This is an optimization exercise on Yosys and OpenROAD, whose aim is small area and a short achievable clock period, not a production implementation. Function was checked by simulation only, so behaviour that the tests miss may differ from the original. Power and IR drop assume default switching activity.

==> flow/design.v <==
module P_MUL(
	clk,
    rst_n,
    in_1,
    in_2,
    in_3,
    in_4,
    in_valid,
	out_valid,
	out
);
input clk, rst_n, in_valid;
input [46:0] in_1, in_2, in_3, in_4;
output logic out_valid;
output logic [95:0] out;
logic [95:0] next_out;
logic next_out_valid;
logic [47:0] sum_A, sum_B;
logic [47:0] next_sum_A, next_sum_B;
logic stage1_valid, next_stage1_valid; 
logic [31:0] mul_A, mul_B, mul_C, mul_D, mul_E, mul_F, mul_G, mul_H, mul_I;
logic [31:0] next_mul_A, next_mul_B, next_mul_C, next_mul_D, next_mul_E, next_mul_F, next_mul_G, next_mul_H, next_mul_I;
logic stage2_valid, next_stage2_valid;
logic [95:0] sum_C, next_sum_C;
logic stage3_valid, next_stage3_valid;
always_ff @(posedge clk or negedge rst_n) begin
    if(!rst_n) begin
        sum_A        <= 48'd0;
        sum_B        <= 48'd0;
        stage1_valid <= 1'b0;
    end
    else begin
        sum_A        <= next_sum_A;
        sum_B        <= next_sum_B;
        stage1_valid <= next_stage1_valid;
    end
end
always_comb begin
    if(in_valid) begin
        next_sum_A        = in_1 + in_2;
        next_sum_B        = in_3 + in_4;
        next_stage1_valid = 1'b1;
    end
    else begin
        next_sum_A        = 48'd0;
        next_sum_B        = 48'd0;
        next_stage1_valid = 1'b0;
    end
end
always_ff @(posedge clk or negedge rst_n) begin
    if(!rst_n) begin
        mul_A        <= 32'd0;
        mul_B        <= 32'd0;
        mul_C        <= 32'd0;
        mul_D        <= 32'd0;
        mul_E        <= 32'd0;
        mul_F        <= 32'd0;
        mul_G        <= 32'd0;
        mul_H        <= 32'd0;
        mul_I        <= 32'd0;
        stage2_valid <= 1'b0;
    end
    else begin
        mul_A        <= next_mul_A;
        mul_B        <= next_mul_B;
        mul_C        <= next_mul_C;
        mul_D        <= next_mul_D;
        mul_E        <= next_mul_E;
        mul_F        <= next_mul_F;
        mul_G        <= next_mul_G;
        mul_H        <= next_mul_H;
        mul_I        <= next_mul_I;
        stage2_valid <= next_stage2_valid;
    end
end
always_comb begin
    if(stage1_valid) begin
        next_mul_A = sum_A[15:0]  * sum_B[15:0];
        next_mul_B = sum_A[31:16] * sum_B[15:0];
        next_mul_C = sum_A[47:32] * sum_B[15:0];
        next_mul_D = sum_A[15:0]  * sum_B[31:16];
        next_mul_E = sum_A[31:16] * sum_B[31:16];
        next_mul_F = sum_A[47:32] * sum_B[31:16];      
        next_mul_G = sum_A[15:0]  * sum_B[47:32];
        next_mul_H = sum_A[31:16] * sum_B[47:32];
        next_mul_I = sum_A[47:32] * sum_B[47:32];
        next_stage2_valid = 1'b1;
    end
    else begin
        next_mul_A = 32'd0;
        next_mul_B = 32'd0;
        next_mul_C = 32'd0;
        next_mul_D = 32'd0;
        next_mul_E = 32'd0;
        next_mul_F = 32'd0;      
        next_mul_G = 32'd0;
        next_mul_H = 32'd0;
        next_mul_I = 32'd0;
        next_stage2_valid = 1'b0;
    end
end
always_ff @(posedge clk or negedge rst_n) begin
    if(!rst_n) begin
        sum_C        <= 96'd0;
        stage3_valid <= 1'b0;
    end
    else begin
        sum_C        <= next_sum_C;
        stage3_valid <= next_stage3_valid;
    end
end
always_comb begin
    if(stage2_valid) begin
        next_sum_C        = {mul_C, 32'b0} + {mul_B, 16'b0} + mul_A + {mul_F, 48'b0} + {mul_E, 32'b0} + {mul_D, 16'b0} + {mul_I, 64'b0} + {mul_H, 48'b0} + {mul_G, 32'b0};
        next_stage3_valid = 1'b1;
    end
    else begin
        next_sum_C        = 96'd0;
        next_stage3_valid = 1'b0;
    end
end
always_ff @(posedge clk or negedge rst_n) begin
    if(!rst_n) begin
        out       <= 96'd0;
        out_valid <= 1'b0;
    end
    else begin
        out       <= next_out;
        out_valid <= next_out_valid;
    end
end
always_comb begin
    if(stage3_valid) begin
        next_out       = sum_C;
        next_out_valid = 1'b1;
    end
    else begin
        next_out       = 96'd0;
        next_out_valid = 1'b0;
    end
end
endmodule
==> flow/run.sh <==
#!/bin/bash
# synth_recipe.tcl (not shown) runs the flow's synth.tcl, then flattens the netlist and writes it again
# the make line also repeats each setting of config.mk as NAME=value (left out here)
make -C /OpenROAD-flow-scripts/flow DESIGN_CONFIG=/design/flow/config.mk WORK_HOME=/design/flow/orfs CLKGATE_MAP_FILE= SYNTH_SCRIPT=/design/flow/synth_recipe.tcl finish
==> flow/config.mk <==
export PLATFORM = sky130hd
export DESIGN_NAME = P_MUL
export DESIGN_NICKNAME = P_MUL
export VERILOG_FILES = /design/flow/design.v
export SDC_FILE = /design/flow/constraint.sdc
export NUM_CORES = 4
export LEC_CHECK = 0
export CAP_MARGIN = 20
export CORE_MARGIN = 2
export CORE_UTILIZATION = 40
export SLEW_MARGIN = 20
==> flow/constraint.sdc <==
create_clock -name core_clock -period 9.0 [get_ports {clk}]
set_input_delay 1.8000 -clock core_clock [delete_from_list [all_inputs] [get_ports {clk}]]
set_output_delay 1.8000 -clock core_clock [all_outputs]
set_load 0.01 [all_outputs]
==> run summary <==
-- power groups by stage --
stage / Combinational (mW) / Sequential [mW] / Clock [mW]
after floorplan: 15.3 / 3.62 / 0
after global placement: 22.2 / 4.18 / 0
after detailed placement: 22.5 / 4.19 / 0
after CTS: 22.7 / 4.15 / 3.52
after global routing: 25.7 / 4.22 / 3.61
final: 23.0 / 4.16 / 3.41
-- final timing paths --
path                                startpoint                  end  slack (ns)  cells past startpoint
setup / recovery           sum_A[36]$_DFF_PN0_  mul_F[25]$_DFF_PN0_        1.17                     23
min in group asynchronous                rst_n    out[81]$_DFF_PN0_        1.07                      1
max in group asynchronous                rst_n   sum_A[0]$_DFF_PN0_        6.45                      2
hold reg to reg            sum_C[50]$_DFF_PN0_    out[50]$_DFF_PN0_        0.44                      1
hold / removal             sum_C[50]$_DFF_PN0_    out[50]$_DFF_PN0_        0.44                      1
setup reg to reg           sum_A[36]$_DFF_PN0_  mul_F[25]$_DFF_PN0_        1.17                     23
-- flip-flops by register name, indices dropped and copies added (netlist names), 48 cells and up --
register	cells
out	96
sum_A	48
sum_B	48
sum_C	96
-- cells by family (layout without fill, tap and decap cells) --
family | Yosys count | after routing
simple gates | 3638 | 3638
fa+ha+maj | 3035 | 3035
buf+inv | 2729 | 2774
compound gates | 1149 | 1149
flops | 580 | 580
xor+xnor | 332 | 332
mux | 10 | 10
other cells | 0 | 7
-- area by class of cell --
type / count / area (um^2) / share of cell area
Antenna cell: 7 / 17.52 / 0.0001528
Clock buffer: 99 / 2079 / 0.01815
Clock inverter: 43 / 701.9 / 0.006125
Inverter: 2148 / 8070 / 0.07042
Multi-Input combinational cell: 8164 / 80260 / 0.7004
Sequential cell: 580 / 14580 / 0.1273
Tap cell: 3515 / 4398 / 0.03838
Timing Repair Buffer: 484 / 4489 / 0.03917
-- layer usage --
layer	vias up	routed length (um)	share of wire	global-route usage
met1	40330	150200	0.46	0.3645
met5	-	13	0.000040	0
met4	2	7461	0.023	0.05556
li1	34980	-	-	-
met3	433	28560	0.088	0.05092
met2	3107	139300	0.43	0.3752
-- stage by stage --
| stage | worst slack, ns | std cells | power [mW] | hold WS [ns] |
|---|---|---|---|---|
| 2_1_floorplan | 2.309 | 11470 | 18.94 | 0.3519 |
| 3_3_place_gp | 1.328 | 14890 | 26.39 | 0.4364 |
| 3_5_place_dp | 1.290 | 14890 | 26.69 | 0.4406 |
| 4_1_cts | 1.248 | 15030 | 30.37 | 0.4504 |
| 5_1_grt | 0.7723 | 15030 | 33.48 | 0.4584 |
| 6_report | 1.172 | 15040 | 30.54 | 0.4432 |
-- Yosys cell counts, types with 9 or more instances --
library cell / number
nand3_1: 84
a31oi_1: 48
a21boi_0: 10
clkbuf_1: 571
or3_1: 20
mux2i_1: 10
a311oi_1: 10
a31o_2: 11
or2_2: 10
a21o_1: 192
nor3b_1: 16
ha_1: 1158
inv_1: 2146
o31a_1: 14
dfrtp_1: 580
and3_1: 48
o21ai_0: 217
o211ai_1: 20
xnor2_1: 184
nand2_1: 1469
and2_1: 1220
nor4_1: 9
nand4_1: 44
a41oi_1: 9
xor2_1: 148
a21oi_1: 339
nor3_1: 77
o31ai_1: 24
a211oi_1: 47
nor2b_1: 63
fa_1: 1877
o21bai_1: 63
a221oi_1: 10
o21a_1: 42
nor2_1: 486
nand2b_1: 73
-- cell usage in the layout, fill, tap and decap left out, drive strengths merged, types with 84 or more instances in the layout --
| master | synthesis | routed |
|---|---|---|
| fa | 1877 | 1877 |
| a21o | 192 | 192 |
| buf | 9 | 199 |
| dfrtp | 580 | 580 |
| xnor2 | 184 | 184 |
| nand2 | 1470 | 1470 |
| and2 | 1220 | 1220 |
| inv | 2148 | 2156 |
| o21ai | 226 | 226 |
| a21oi | 341 | 341 |
| ha | 1158 | 1158 |
| nor2 | 487 | 487 |
| clkbuf | 572 | 99 |
| clkdlybuf4s50 | 0 | 285 |
| xor2 | 148 | 148 |
| nand3 | 84 | 84 |
==> impl_metrics.csv <==
group,metric,value,unit
layout,final_util,0.4377,
yosys,synthesis.area,105000,um^2
setup_path,critPathTopFamily,"adder cells",
timing,fin_skew,0.04151,ns
yosys,synth-seq-cells,580,
yosys,syn_nets,14700,
yosys,synth_compound_area_frac,0.07107,
routing,vias_per_cell,5.243,
global_route,grt_pass1_wl,506600,um
pwr,p_per_area,266.5,nW/um^2
setup_path,slowest_delay,0.85,ns
setup_path,end_kind,"register",
yosys,ys_types,83,
placement,io_buffers,287,
pwr,power.internal,13.74,mW
setup_path,path_cells,"buf_4, buf_4, nand2_1, fa_1, inv_1, fa_1, fa_1, fa_1, fa_1, inv_1, fa_1, inv_1, ha_1, and3_1, nand3_1, a211oi_1, o2111ai_1, a31oi_1, o21ai_0, a21oi_1, a21oi_1, xor2_1, nor2_1",
pwr,seq_power_share,0.136,
run,maxCapViolCount,0,
pwr,p_switching,16.80,mW
layout,area_growth,9.113,%
timing,min_period_over_period,0.8697,
setup_path,cp.arrival,8.41,ns
yosys,synth_area_per_cell,9.155,um^2
yosys,synthFlopType,"dfrtp_1",
yosys,netlist_top_cells_area,"fa_1, dfrtp_1, ha_1",
global_route,grt_pass1_vias,84770,
placement,gp_congestion,0.9436,
setup_path,critical_path_buf_inv_count,5,
clock_network,clk_path_buf_depth,3,
timing,setup_viol,0,
placement,post-dp-hpwl,257400,um
yosys,synth_top_family_by_area,"adder cells",
floorplanning,core,261800,um^2
clock_network,cts_buffers,77,
setup_path,crit_type,"register to register",
clock_network,clock-sinks,580,
setup_path,path_max_fanout,22,
timing,slew_headroom,0.1839,
pwr,vdd_drop_max,0.2357,mV
yosys,synthMuxAreaShare,0.0009530,
clock_network,htree_levels,3,
yosys,netlist.area_leader.share,0.3578,
timing,tns,0,ns
global_route,grt_start_max_net_pins,134,
yosys,async_flop_share,1.000,
floorplanning,die_area,266700,um^2
setup_path,slowest_stage,"dfrtp_1",
layout,drive_gt1_frac,0.03768,
yosys,synth_edf_count,0,
placement,place_area,111800,um^2
routing,first_pass_iters,6,
clock_network,cts_tree,"yes",
yosys,synthXorXnorAreaFrac,0.02769,
clock_network,cts_root_buffer,"clkbuf_16",
floorplanning,fp-row-count,188,
layout,fillCellCount,25310,
yosys,synthSimpleGateAreaFrac,0.1688,
routing,postRouteAntennaNets,0,
yosys,synthAdderAreaFrac,0.4957,
clock_network,clock_latency,0.75,ns
floorplanning,die_h,516.4,um
clock_network,cts_hold_buffers,0,
routing,routedWlPerCell,21.64,um
timing,rsz0062_at_grt,"no",
global_route,overflow,0,
clock_network,cts_setup_buffers,0,
floorplanning,io_pins,288,
timing,fin_crit,7.828,ns
pwr,combPwrFrac,0.752,
layout,finalNetCount,14680,
timing,drv_slew,0,
global_route,grt_usage,0.2483,
timing,max_freq,127.8,MHz
setup_path,cp-start-kind,"register",
pwr,swShare,0.5502,
yosys,synthCells,11470,
setup_path,required,9.58,ns
routing,drt_iter0_markers,6085,
pwr,p_clk_frac,0.112,
status,status,"complete, no violations",
routing,route.detailed.drc,0,
yosys,ys_warn_count,1,
timing,final_hold_viol_count,0,
clock_network,cts.clk_slew.worst_paths,0.07,ns
yosys,yosys.area.top_type,"fa_1",
min_path,hold_class,"register to register",
routing,wirelength,325500,um
floorplanning,die_w,516.4,um
routing,vias,78860,
global_route,antenna_found_initial,28,
layout,stdcell_area,114600,um^2
floorplanning,start_util,0.4012,
clock_network,cts_resized,0,
setup_path,critPathMostFrequentCell,"fa_1",
timing,tightest_slew,1.224,ns
yosys,seq_area_frac_synth,0.1382,
pwr,p_leak,58.68,nW

## re-timing with driven ports
The results above use ideal ports. As a check the final layout listed here was re-extracted and re-timed, cells and wires unchanged.
Step 1 assumes that a clkbuf_16 drives the clock port and a buf_2 every other input.
Step 2 adds t to the input delays and takes it off the output delays; t is the mean of the earliest and latest rising clock arrival at the registers after step 1. Input paths then give back, and output paths get back, about the clock's delay inside the block.
Slacks: ideal ports / drivers / drivers and shift; pairs: ideal ports / drivers.
t, ns: 0.825
setup WS [ns]: 1.172 / 1.172 / 1.172
hold slack, ns: 0.443 / 0.443 / 0.443
slew at the worst register clock pin (ns): 0.07 / 0.07
pins driven straight from the clock port: 1
After both steps setup and hold are still met in this run. For this run, drivers alone change the setup slack by 0.000 ns; drivers and shift together by 0.000 ns.
